Source: an optimization exercise on an open RTL-to-GDS flow (aim: small area, a short achievable clock period and few clock cycles per item). Production flows keep margins and buffers that such runs may drop. The RTL was checked by simulation tests, not by an equivalence proof against the original design.

## flow/design.v (module list and top-level ports; edited modules follow where they fit)
// module conv_top: 4178 lines
// module conv_fa: 4 lines
// module conv_ha: 4 lines
// module conv_xor2: 3 lines
module conv_top(
    input           clk,
    input           rst_n,
    input           start,
    input   [127:0] feature,
    input   [71:0]  weight,
    output          ready,
    output          done,
    output  [7:0]   c11_sa,
    output  [7:0]   c12_sa,
    output  [7:0]   c21_sa,
    output  [7:0]   c22_sa,
    output  [7:0]   c11_custom,
    output  [7:0]   c12_custom,
    output  [7:0]   c21_custom,
    output  [7:0]   c22_custom,
    output  [7:0]   c11_serial,
    output  [7:0]   c12_serial,
    output  [7:0]   c21_serial,
    output  [7:0]   c22_serial
);
  // ...
==> flow/run.sh <==
#!/bin/bash
# synth_recipe.tcl (not shown) runs the flow's synth.tcl, then flattens the netlist and writes it again
# the make line also repeats each setting of config.mk as NAME=value (left out here)
make -C /OpenROAD-flow-scripts/flow DESIGN_CONFIG=/design/flow/config.mk WORK_HOME=/design/flow/orfs CLKGATE_MAP_FILE= SYNTH_SCRIPT=/design/flow/synth_recipe.tcl finish
==> flow/config.mk <==
export PLATFORM = sky130hd
export DESIGN_NAME = conv_top
export DESIGN_NICKNAME = conv_top
export VERILOG_FILES = /design/flow/design.v
export SDC_FILE = /design/flow/constraint.sdc
export NUM_CORES = 4
export LEC_CHECK = 0
export CAP_MARGIN = 20
export CORE_MARGIN = 2
export CORE_UTILIZATION = 40
export SETUP_SLACK_MARGIN = 5.0
export SLEW_MARGIN = 20
export SYNTH_HIERARCHICAL = 1
export SYNTH_MINIMUM_KEEP_SIZE = 0
==> flow/constraint.sdc <==
create_clock -name core_clock -period 10.0 [get_ports {clk}]
set_input_delay 2.0000 -clock core_clock [delete_from_list [all_inputs] [get_ports {clk}]]
set_output_delay 2.0000 -clock core_clock [all_outputs]
set_load 0.01 [all_outputs]
==> flow_metrics.py, run 1 <==
metrics = {
    "run_status": {
        "status": "finished clean",
    },
    "setup_path": {
        "rr_worst_depth": 2,
        "worst-path-max-fanout": 3,
    },
    "layout": {
        "multi_input_comb_area_um2": 25880,
        "nets": 4199,
        "final_cells": 4192,
        "seq_area_um2": 2922,
        "clk_share": 0.01692,
    },
    "yosys": {
        "synth_area_um2": 29860,
        "synthAdderAreaFrac": 0.5232,
        "synth.area.top_cells": "fa_1 (51%), nand2_1 (16%), xor2_1 (15%), dfxtp_1 (9.7%), buf_2 (1.8%)",
        "synth_edf_count": 0,
    },
    "grt": {
        "grt.overflow.total": 0,
        "grtUsageTotal": 0.3303,
        "grt_pass1_vias": 26040,
    },
    "drt": {
        "firstDrtPassIters": 8,
        "wl_per_cell_um": 29.84,
    },
    "placement": {
        "port_buffers": 300,
    },
    "die": {
        "row_count": 100,
        "fp.dieArea_um2": 76860,
        "die_y_um": 277.2,
        "die_x_um": 277.2,
    },
    "cts": {
        "cts_buffer_depth": 2,
    },
    "timing": {
        "setup_viol": 0,
        "hold_violations": 0,
        "finalClockSkew_ns": 0,
    },
    "min_path": {
        "hp-class": "reg2reg",
    },
}
Testbench counts, summed over its fixed seeds: cycles 512, items 256.
==> inputs of run 2 (changes only) <==
--- a/flow/config.mk
+++ b/flow/config.mk
@@ -8,7 +8,6 @@
 export CAP_MARGIN = 20
 export CORE_MARGIN = 2
 export CORE_UTILIZATION = 40
-export SETUP_SLACK_MARGIN = 5.0
 export SLEW_MARGIN = 20
 export SYNTH_HIERARCHICAL = 1
 export SYNTH_MINIMUM_KEEP_SIZE = 0
==> flow_metrics.py, run 2 <==
metrics = {
    "grt": {
        "grt.overflow.total": 0,
        "grtUsageTotal": 0.3289,
        "grt_max_degree": 33,
        "grt_pass1_vias": 25940,
        "antenna_found_initial": 6,
        "grt_pass1_wl_um": 178700,
    },
    "setup_path": {
        "reg2reg_from": "done_r",
        "end_kind": "output port",
        "r2r_end": "done_r",
        "arrival_ns": 3.78,
        "rr_worst_depth": 2,
        "worst-path-max-fanout": 5,
        "critPathLaunchType": "flop",
        "critPathKind": "reg2out",
        "cp.required_ns": 8.00,
        "reg2reg_slack_ns": 9.39,
    },
    "yosys": {
        "dominantRegCellSynth": "dfxtp_1",
        "synth.largest_area_cell": "fa_1",
        "synth_area_um2": 29860,
        "yosysTopAreaCellShare": 0.5149,
        "synth_edf_count": 0,
        "synth_fp_nets": 4121,
        "ys_seq_elements": 145,
        "syn_avg_cell_area_um2": 9.541,
        "yosysMostFrequentCell": "nand2_1",
        "yosysSeqAreaShare": 0.09721,
        "yosysWarningCount": 7,
        "synth.area.top_cells": "fa_1 (51%), nand2_1 (16%), xor2_1 (15%), dfxtp_1 (9.7%), buf_2 (1.8%)",
        "synthTopCellsByCount": "nand2_1 (1292), fa_1 (768), xor2_1 (505), dfxtp_1 (145), clkbuf_1 (121)",
        "synth.distinct_cells": 24,
        "async_flop_share": 0,
        "netlist_instances": 3130,
    },
    "drt": {
        "firstDrtPassIters": 9,
        "vias": 24320,
        "wl_per_cell_um": 29.75,
        "finalWirelength_um": 124400,
        "drt-initial-drc-count": 3505,
        "antenna_left": 0,
        "vias_per_cell": 5.815,
        "drc": 0,
    },
    "die": {
        "die_x_um": 277.2,
        "fp.dieArea_um2": 76860,
        "io-pin-count": 301,
        "start_util": 0.4025,
        "row_count": 100,
        "core_area_um2": 74200,
        "die_y_um": 277.2,
    },
    "min_path": {
        "hold_depth": 2,
        "whs_endpoint": "done_r",
        "hp-class": "reg2reg",
        "hold_start": "done_r",
    },
    "timing": {
        "clock.fmax_mhz": 172.9,
        "finalClockSkew_ns": 0,
        "finalCriticalPeriod_ns": 5.784,
        "setup_tns_ns": 0,
        "rsz0062_at_grt": "no",
        "worst_slack_ns": 4.216,
        "finalMaxSlewViolations": 0,
        "worstMarginPinSlew_ns": 1.346,
        "hold_violations": 0,
        "finalCritPeriodShare": 0.5784,
        "max_slew_margin": 0.09959,
        "setup_viol": 0,
    },
    "cts": {
        "cts_made_buffers": 17,
        "cts.sink_count": 145,
        "cts_buffer_depth": 2,
        "clockRootBuffer": "clkbuf_16",
        "cts_tree": "yes",
        "clk_latency_ns": 0.49,
        "cts-hold-fix-buffers": 0,
        "ctsResizeCount": 0,
        "clkTransAtPathRegs_ns": 0.06,
        "postCtsSetupRepairBufs": 0,
        "htree_num_levels": 4,
    },
    "layout": {
        "final_common_cell": "nand2_1",
        "nets": 4189,
        "final_util": 0.4501,
        "mostFrequentLayoutCells": "nand2_1 (1292), fa_1 (768), xor2_1 (505), clkdlybuf4s50_1 (277), dfxtp_1 (145)",
        "area_growth_pct": 11.82,
        "drive_above_1_share": 0.03115,
    },
    "placement": {
        "place_ws_ns": 4.232,
        "globalplace.congestion": 0.9456,
        "dp_hpwl_um": 86290,
        "port_buffers": 300,
    },
    "run_status": {
        "status": "finished clean",
    },
    "job": {
        "maxCapViolCount": 0,
    },
}
==> run 2: cell counts after synthesis <==
No cell type changed its count.
==> run 2: cell families (layout without fill, tap and decap cells) <==
kind of cell    after synthesis  in the layout  synth area share
other cells                   0              3                 0
xor+xnor                    520            520            0.1525
buf+inv                     337            417           0.05501
fa+ha+maj                   788            788            0.5232
flops                       145            145           0.09721
simple gates               1322           1322            0.1681
compound gates               18             18          0.003897
==> run 2: final cells by class <==
type,count,area (um2)
Clock inverter,12,133.9
Timing Repair Buffer,344,3218
Tap cell,969,1212
Inverter,42,157.7
Multi-Input combinational cell,2648,25320
Sequential cell,145,2903
Clock buffer,19,442.9
Antenna cell,3,7.507
Fill cell,7098,40800
==> run 2: how the worst max path moves through the flow <==
stage	start	slack, ns	endpoint	cells past startpoint
floorplan	q131	5.21	c22_sa[7]	8
global placement	feature[52]	4.24	q107	8
detailed placement	feature[52]	4.23	q107	8
CTS	q23	4.14	c11_serial[7]	8
global route	q82	4.05	c21_custom[7]	8
finish	q82	4.22	c21_serial[7]	8
==> run 2: critical path, cell delays in order, from the launching register on <==
cell and delay (ns):
dfxtp_1 0.33, fa_1 0.50, fa_1 0.42, fa_1 0.45
ha_1 0.36, a211oi_1 0.22, a21oi_1 0.13, xnor2_1 0.28
clkdlybuf4s50_1 0.60
==> run 2: per-module statistics from Yosys (local to each module, per instance) <==
module / cell area [um2] / cells / copies in the design / flops+latches
conv_xor2: 8.758 / 1 / 500 / 0
conv_top: 10190 / 1866 / 1 / 145
conv_fa: 20.02 / 1 / 764 / 0
==> run 2: metrics by stage <==
| stage | hold WS (ns) | area (um2) | std cells |
|---|---|---|---|
| finish | 0.5274 | 33390 | 4182 |
| global route | 0.5604 | 33390 | 4181 |
| CTS | 0.5312 | 33390 | 4179 |
| detailed placement | 0.5174 | 32810 | 4148 |
| global placement | 0.5197 | 32810 | 4148 |
| floorplan | 0.5987 | 29860 | 3130 |
==> run 2: metal layers <==
| layer | routed length, um | track usage | vias to the layer above |
|---|---|---|---|
| met5 | 35 | 0 | - |
| met3 | 19470 | 0.1329 | 581 |
| li1 | - | - | 9273 |
| met1 | 43430 | 0.4076 | 12210 |
| met4 | 8487 | 0.1842 | 4 |
| met2 | 52970 | 0.4874 | 2249 |

afterwards: timing with drivers on the ports:
The flow's constraints put no driver on any port. The routed layouts listed below were extracted and timed again, unchanged, in two steps.
Step 1: set_driving_cell puts a clkbuf_16 on clk and a buf_2 on each other input, an assumption about the parent block.
Step 2 also shifts input and output timing later by t, the mid clock arrival at the registers, as if the neighbouring blocks saw the same clock.
Three values: no drivers, after step 1, after step 2; two values: the first two.
run | t (ns) | slack for setup (ns) | cell pins on the clock port's net
run 1 | 0.560 | 4.716 / 4.649 / 4.389 | 1
run 2 | 0.561 | 4.216 / 4.149 / 4.066 | 1
After both steps setup and hold are still met in every run listed. For run 1, which loses most, drivers alone change the setup slack by -0.067 ns; drivers and shift together by -0.327 ns.
